Background: an optimization exercise with open tools, aiming at small area. Do not read the settings as production practice. At most, simulation tests tie the RTL to the original design; equivalence was not proved. No activity file was given, so power comes from the tool's default toggle rates.

// vga_status_overlay
module vga_status_overlay #(
    parameter signed [15:0] TEMP_Q15_COLD = 16'sd4096,
    parameter signed [15:0] TEMP_Q15_HOT  = 16'sd16384
)(
    input  wire        pix_clk,
    input  wire        rst,
    input  wire [9:0]  hcount,
    input  wire [9:0]  vcount,
    input  wire        active_video,
    input  wire        frame_tick,
    input  wire [11:0] rgb_bg,
    input  wire  signed [15:0] sample_q15,
    input  wire  signed [15:0] duty_q15,
    input  wire         fan_temp_on,
    input  wire         fan_manual_on,
    input  wire         fan_pir_on,
    input  wire         fan_on,
    input  wire [7:0]   uart_tx_byte,
    input  wire         uart_tx_vld,
    input  wire         byte_accepted,
    input  wire  signed [15:0] theta_q15,
    input  wire         pir_active,
    input  wire         pir_rise,
    input  wire  signed [15:0] enc_pos,
    input  wire                enc_step_pulse,
    input  wire                enc_dir,
    input  wire        sw_temp_en,
    input  wire        sw_manual_en,
    input  wire        sw_pir_en,
    output reg  [11:0] rgb_out
);
Size: about 1500 cells after synthesis, roughly 250 flip-flops, ~130 I/O pins.
export LEC_CHECK = 0
export ABC_AREA = 1
export CAP_MARGIN = 20
export CORE_MARGIN = 2
export CORE_UTILIZATION = 55
export SLEW_MARGIN = 20
create_clock -name core_clock -period 20.0 [get_ports {pix_clk}]
standard.sh (not shown) runs the stock make flow with config.mk's settings and CLKGATE_MAP_FILE= SYNTH_SCRIPT=/design/flow/synth_recipe.tcl, a recipe that flattens the netlist after the stock synthesis.
==> flow/flow/run.sh <==
#!/bin/bash
# Layout flow: the standard ORFS flow (standard.sh) with these changes:
#  - synthesis: no adder/half-adder cell extraction (ADDER_MAP_FILE empty),
#    and an area-oriented ABC mapping script: five rounds of
#    dc2; &dch -f; &nf -a -R 3000 -F 12 -A 12 (area mapping), with AIG
#    optimisation by &deepsyn -J 100 -S 1 (fixed seed and stop rule) before
#    the first and the third. The rest of synthesis is the standard script
#    (synth_recipe.tcl), so the registers and their names are those of the
#    standard synthesis;
#  - plain buf_1 cells as port buffers (every input and output port still
#    gets its own buffer; repair_design resizes them where needed);
#  - clock tree synthesis with clkbuf_8 cells, small clusters and no dummy
#    loads.
# Each tool's full output goes to a log file in this folder (ORFS also keeps
# its per-step logs under orfs/logs).
set -euo pipefail
here=$(pwd)
rm -rf "$here/scripts_area"
cp -r "$FLOW_HOME/scripts" "$here/scripts_area"
round='strash\ndc2\n&get -n\n&st\n&dch -f\n&nf -R 3000 -a -F 12 -A 12\n&put\n'
deep='strash\n&get -n\n&deepsyn -J 100 -S 1\n&put\n'
printf "${deep}${round}${round}${deep}${round}${round}${round}topo\nstime -c\n" > "$here/scripts_area/abc_area.script"
cp "$here/scripts_area/abc_area.script" "$here/scripts_area/abc_speed.script"
SCRIPTS_DIR="$here/scripts_area" ADDER_MAP_FILE= bash standard.sh synth > flow_synth.log 2>&1
export BUFFER_PORTS_ARGS="-buffer_cell sky130_fd_sc_hd__buf_1"
export CTS_ARGS="-sink_clustering_enable -repair_clock_nets -dont_use_dummy_load -buf_list sky130_fd_sc_hd__clkbuf_8 -sink_clustering_size 20 -sink_clustering_max_diameter 60"
bash standard.sh > flow_layout.log 2>&1
Change:
--- a/flow/flow/run.sh
+++ b/flow/flow/run.sh
@@ -3,6 +3,5 @@
 #  - synthesis: no adder/half-adder cell extraction (ADDER_MAP_FILE empty),
-#    and an area-oriented ABC mapping script: five rounds of
-#    dc2; &dch -f; &nf -a -R 3000 -F 12 -A 12 (area mapping), with AIG
-#    optimisation by &deepsyn -J 100 -S 1 (fixed seed and stop rule) before
-#    the first and the third. The rest of synthesis is the standard script
+#    and an area-oriented ABC mapping script (AIG optimisation with
+#    &deepsyn -J 100 -S 1, a fixed seed and stop rule, then five rounds of
+#    dc2; &dch -f; &nf -a -R 3000 -F 12 -A 12). The rest of synthesis is the standard script
 #    (synth_recipe.tcl), so the registers and their names are those of the
@@ -20,4 +19,3 @@
 round='strash\ndc2\n&get -n\n&st\n&dch -f\n&nf -R 3000 -a -F 12 -A 12\n&put\n'
-deep='strash\n&get -n\n&deepsyn -J 100 -S 1\n&put\n'
-printf "${deep}${round}${round}${deep}${round}${round}${round}topo\nstime -c\n" > "$here/scripts_area/abc_area.script"
+printf "strash\n&get -n\n&deepsyn -J 100 -S 1\n&put\n${round}${round}${round}${round}${round}topo\nstime -c\n" > "$here/scripts_area/abc_area.script"
 cp "$here/scripts_area/abc_area.script" "$here/scripts_area/abc_speed.script"
Effect:
- maximum frequency hardly moves
- design area is about the same
- first-iteration DRC count went down by 7.7%
- clock-buffer cell count went up by 2
- wire length went up by 1.5%
- via count went up by 1.8%
- setup slack degrades by 0.010 ns
- die area went down by 0.31%

* * *

vga_status_overlay, a different RTL version from the one above (not shown whole).
Size: roughly 130 I/O pins, roughly 13,000 µm² of cells after synthesis.
==> flow/design.v (excerpt) <==
module vga_status_overlay #(
    parameter signed [15:0] TEMP_Q15_COLD = 16'sd4096,
    parameter signed [15:0] TEMP_Q15_HOT  = 16'sd16384
)(
    input  wire        pix_clk,
    input  wire        rst,
    input  wire [9:0]  hcount,
    input  wire [9:0]  vcount,
    input  wire        active_video,
    input  wire        frame_tick,
    input  wire [11:0] rgb_bg,
    input  wire  signed [15:0] sample_q15,
    input  wire  signed [15:0] duty_q15,
    input  wire         fan_temp_on,
    input  wire         fan_manual_on,
    input  wire         fan_pir_on,
    input  wire         fan_on,
    input  wire [7:0]   uart_tx_byte,
    input  wire         uart_tx_vld,
    input  wire         byte_accepted,
    input  wire  signed [15:0] theta_q15,
    input  wire         pir_active,
    input  wire         pir_rise,
    input  wire  signed [15:0] enc_pos,
    input  wire                enc_step_pulse,
    input  wire                enc_dir,
    input  wire        sw_temp_en,
    input  wire        sw_manual_en,
    input  wire        sw_pir_en,
    output reg  [11:0] rgb_out
);
Settings: LEC_CHECK=0, ABC_AREA=1, CAP_MARGIN=20, CORE_MARGIN=2, CORE_UTILIZATION=30, SLEW_MARGIN=20; clock period 20.0 ns.
==> flow/flow/run.sh <==
#!/bin/bash
# Layout flow: the standard ORFS flow (standard.sh) with these changes:
#  - synthesis: no adder/half-adder cell extraction (ADDER_MAP_FILE empty),
#    and an area-oriented ABC mapping script (five rounds of
#    dc2; &dch -f; &nf -a). The rest of synthesis is the standard script
#    (synth_recipe.tcl), so the registers and their names are those of the
#    standard synthesis;
#  - plain buf_1 cells as port buffers (every input and output port still
#    gets its own buffer; repair_design resizes them where needed);
#  - clock tree synthesis with clkbuf_8 cells, small clusters and no dummy
#    loads.
# Each tool's full output goes to a log file in this folder (ORFS also keeps
# its per-step logs under orfs/logs).
set -euo pipefail
here=$(pwd)
rm -rf "$here/scripts_area"
cp -r "$FLOW_HOME/scripts" "$here/scripts_area"
round='strash\ndc2\n&get -n\n&st\n&dch -f\n&nf -R 1000 -a\n&put\n'
printf "${round}${round}${round}${round}${round}topo\nstime -c\n" > "$here/scripts_area/abc_area.script"
cp "$here/scripts_area/abc_area.script" "$here/scripts_area/abc_speed.script"
SCRIPTS_DIR="$here/scripts_area" ADDER_MAP_FILE= bash standard.sh synth > flow_synth.log 2>&1
export BUFFER_PORTS_ARGS="-buffer_cell sky130_fd_sc_hd__buf_1"
export CTS_ARGS="-sink_clustering_enable -repair_clock_nets -dont_use_dummy_load -buf_list sky130_fd_sc_hd__clkbuf_8 -sink_clustering_size 12 -sink_clustering_max_diameter 60"
bash standard.sh > flow_layout.log 2>&1
Change:
--- a/flow/flow/run.sh
+++ b/flow/flow/run.sh
@@ -22,3 +22,3 @@
 export BUFFER_PORTS_ARGS="-buffer_cell sky130_fd_sc_hd__buf_1"
-export CTS_ARGS="-sink_clustering_enable -repair_clock_nets -dont_use_dummy_load -buf_list sky130_fd_sc_hd__clkbuf_8 -sink_clustering_size 12 -sink_clustering_max_diameter 60"
+export CTS_ARGS="-sink_clustering_enable -repair_clock_nets -dont_use_dummy_load -buf_list sky130_fd_sc_hd__clkbuf_8 -sink_clustering_size 16 -sink_clustering_max_diameter 60"
 bash standard.sh > flow_layout.log 2>&1
Settings changed: CORE_UTILIZATION 30 to 40.
Effect:
- design area went down by 1.7%
- global-route usage went up by 5.5 points
- worst setup slack is better by 0.11 ns
- clock skew went up by 0.038 ns
- count of clock-buffer cells in the layout went down by 5
- synthesized cell count stays the same
- cell count went down by about 6%
- register-to-register slack is better by 0.02 ns
No run of this note included a check of the RTL's function; only the layout flow was run.

* * *

== run A ==
Another version of the RTL of vga_status_overlay (not shown whole).
Size: about 2,400 cells after synthesis, roughly 250 flip-flops, ~130 I/O pins, about 0.016 mm^2 of cells after synthesis.
// vga_status_overlay
module vga_status_overlay #(
    parameter signed [15:0] TEMP_Q15_COLD = 16'sd4096,
    parameter signed [15:0] TEMP_Q15_HOT  = 16'sd16384
)(
    input  wire        pix_clk,
    input  wire        rst,
    input  wire [9:0]  hcount,
    input  wire [9:0]  vcount,
    input  wire        active_video,
    input  wire        frame_tick,
    input  wire [11:0] rgb_bg,
    input  wire  signed [15:0] sample_q15,
    input  wire  signed [15:0] duty_q15,
    input  wire         fan_temp_on,
    input  wire         fan_manual_on,
    input  wire         fan_pir_on,
    input  wire         fan_on,
    input  wire [7:0]   uart_tx_byte,
    input  wire         uart_tx_vld,
    input  wire         byte_accepted,
    input  wire  signed [15:0] theta_q15,
    input  wire         pir_active,
    input  wire         pir_rise,
    input  wire  signed [15:0] enc_pos,
    input  wire                enc_step_pulse,
    input  wire                enc_dir,
    input  wire        sw_temp_en,
    input  wire        sw_manual_en,
    input  wire        sw_pir_en,
    output reg  [11:0] rgb_out
);
    wire [9:0] h = hcount;
    wire [9:0] v = vcount;
    reg rst_q, rst_qq;
    always @(posedge pix_clk) begin
        rst_q  <= rst;
        rst_qq <= rst_q;
    end
    wire s1_clr = rst_q | rst_qq;         
    wire ld     = frame_tick & ~rst;      
    wire ld_v   = ld & ~s1_clr;           
    reg [6:0]  st_s0, st_s1;       
    reg [15:0] smp_s0, smp_s1;
    reg [8:0]  dty_s0;             
  ...
make LEC_CHECK=0 ABC_AREA=1 CAP_MARGIN=20 CORE_MARGIN=2 CORE_UTILIZATION=40 SLEW_MARGIN=20 finish   # period 20.0 ns
run.sh (not shown) runs the stock make flow with config.mk's settings and CLKGATE_MAP_FILE= SYNTH_SCRIPT=/design/flow/synth_recipe.tcl, a recipe that flattens the netlist after the stock synthesis.
Stock flow here: none of the scripts above is used.
--- input diff run A..run B ---
==> flow/flow/run.sh (new file) <==
#!/bin/bash
# Layout flow: the standard ORFS flow (standard.sh), with
#  - plain buf_1 cells as the port buffers (every input and output port still
#    gets its own buffer; repair_design resizes them where needed), and
#  - clock tree synthesis without dummy loads.
# Each tool's full output goes to a log file in this folder (ORFS also keeps
# its per-step logs under orfs/logs).
set -euo pipefail
export BUFFER_PORTS_ARGS="-buffer_cell sky130_fd_sc_hd__buf_1"
export CTS_ARGS="-sink_clustering_enable -repair_clock_nets -dont_use_dummy_load"
bash standard.sh > flow_standard.log 2>&1
==> flow/standard.sh (new file) <==
#!/bin/bash
# synth_recipe.tcl (not shown) runs the flow's synth.tcl, then flattens the netlist and writes it again
# the make line also repeats each setting of config.mk as NAME=value (left out here)
make -C /OpenROAD-flow-scripts/flow DESIGN_CONFIG=/design/flow/config.mk WORK_HOME=/design/flow/orfs CLKGATE_MAP_FILE= SYNTH_SCRIPT=/design/flow/synth_recipe.tcl "${@:-finish}"
removed: flow/run.sh
Notes after the runs:
Routed wire length shrinks slightly when moving from run A to run B.
From run A to run B, placeable core region did not move at all.
Across both runs, worst setup slack was higher for run B than for run A.
Input changes introduced in run C (baseline for comparison: run B):
==> flow/flow/run.sh <==
#!/bin/bash
# Layout flow: the standard ORFS flow (standard.sh) with three changes:
#  - synthesis maps with an area-oriented ABC script (dc2; dch -f; map -a).
#    Everything else in synthesis is the standard script, so the registers
#    and their names are those of the standard synthesis;
#  - plain buf_1 cells as port buffers (every input and output port still
#    gets its own buffer; repair_design resizes them where needed);
#  - clock tree synthesis with small clock buffers and no dummy loads.
# Each tool's full output goes to a log file in this folder (ORFS also keeps
# its per-step logs under orfs/logs).
set -euo pipefail
here=$(pwd)
rm -rf "$here/scripts_area"
cp -r "$FLOW_HOME/scripts" "$here/scripts_area"
printf 'strash\ndc2\ndch -f\nmap -a\ntopo\nstime -c\n' > "$here/scripts_area/abc_area.script"
cp "$here/scripts_area/abc_area.script" "$here/scripts_area/abc_speed.script"
SCRIPTS_DIR="$here/scripts_area" bash standard.sh synth > flow_synth.log 2>&1
export BUFFER_PORTS_ARGS="-buffer_cell sky130_fd_sc_hd__buf_1"
export CTS_ARGS="-sink_clustering_enable -repair_clock_nets -dont_use_dummy_load -buf_list sky130_fd_sc_hd__clkbuf_8 -sink_clustering_size 12 -sink_clustering_max_diameter 60"
bash standard.sh > flow_layout.log 2>&1
Notes after the runs:
Run C: no failed stages, no open violations at the end. Run C vs run B: switching power down in run C. Number of vias per cell after detailed routing: run C vs run B up about 1.2%. Max capacitance violation total across run B and run C: no real change. ~same clock transition time at the flip-flop clock pins of the worst setup and hold paths in run B and run C. Against run B, number of gates on the worst path with buffers counted in run C rose by more than 10%. Between run B and run C, sum of routed wire length over all layers is lower for run C, run B comes in above that. Delta (run C minus run B): final critical-path setup slack decreased 3.06 ns; area used by multi-input combinational logic decreased about 12%; core utilization decreased 0.22 points.

separate check: timing with driven ports:
The results above use ideal ports. As a check the final layouts listed here were re-extracted and re-timed, cells and wires unchanged.
Step 1: set_driving_cell puts a clkbuf_16 on pix_clk and a buf_2 on each other input, an assumption about the parent block.
Step 2 also shifts input and output timing later by t, the mid clock arrival at the registers, as if the neighbouring blocks saw the same clock.
a / b / c = ideal ports / drivers / drivers and shift; a / b = the first two.
run | shift t [ns] | slack for setup (ns) | hold slack, ns | clock arrival spread, ns
the first run of note 1 | 0.548 | 1.279 / 1.247 / 1.247 | 0.321 / 0.321 / 0.321 | 0.059 / 0.059
the second run of note 1 | 0.579 | 1.269 / 1.235 / 1.235 | 0.281 / 0.281 / 0.281 | 0.074 / 0.074
the first run of note 2 | 0.623 | 2.105 / 2.030 / 2.030 | 0.289 / 0.289 / 0.289 | 0.079 / 0.078
the second run of note 2 | 0.594 | 2.214 / 2.184 / 2.185 | 0.326 / 0.326 / 0.326 | 0.116 / 0.116
run A | 0.584 | 3.718 / 3.689 / 3.689 | 0.322 / 0.322 / 0.322 | 0.020 / 0.020
run B | 0.572 | 4.751 / 4.682 / 4.682 | 0.323 / 0.323 / 0.323 | 0.026 / 0.026
run C | 0.593 | 1.691 / 1.665 / 1.665 | 0.324 / 0.324 / 0.324 | 0.047 / 0.047
After both steps every run listed still meets setup and hold. The setup slack of the first run of note 2, which loses most, moves by -0.075 ns with the drivers and by -0.075 ns with both steps.
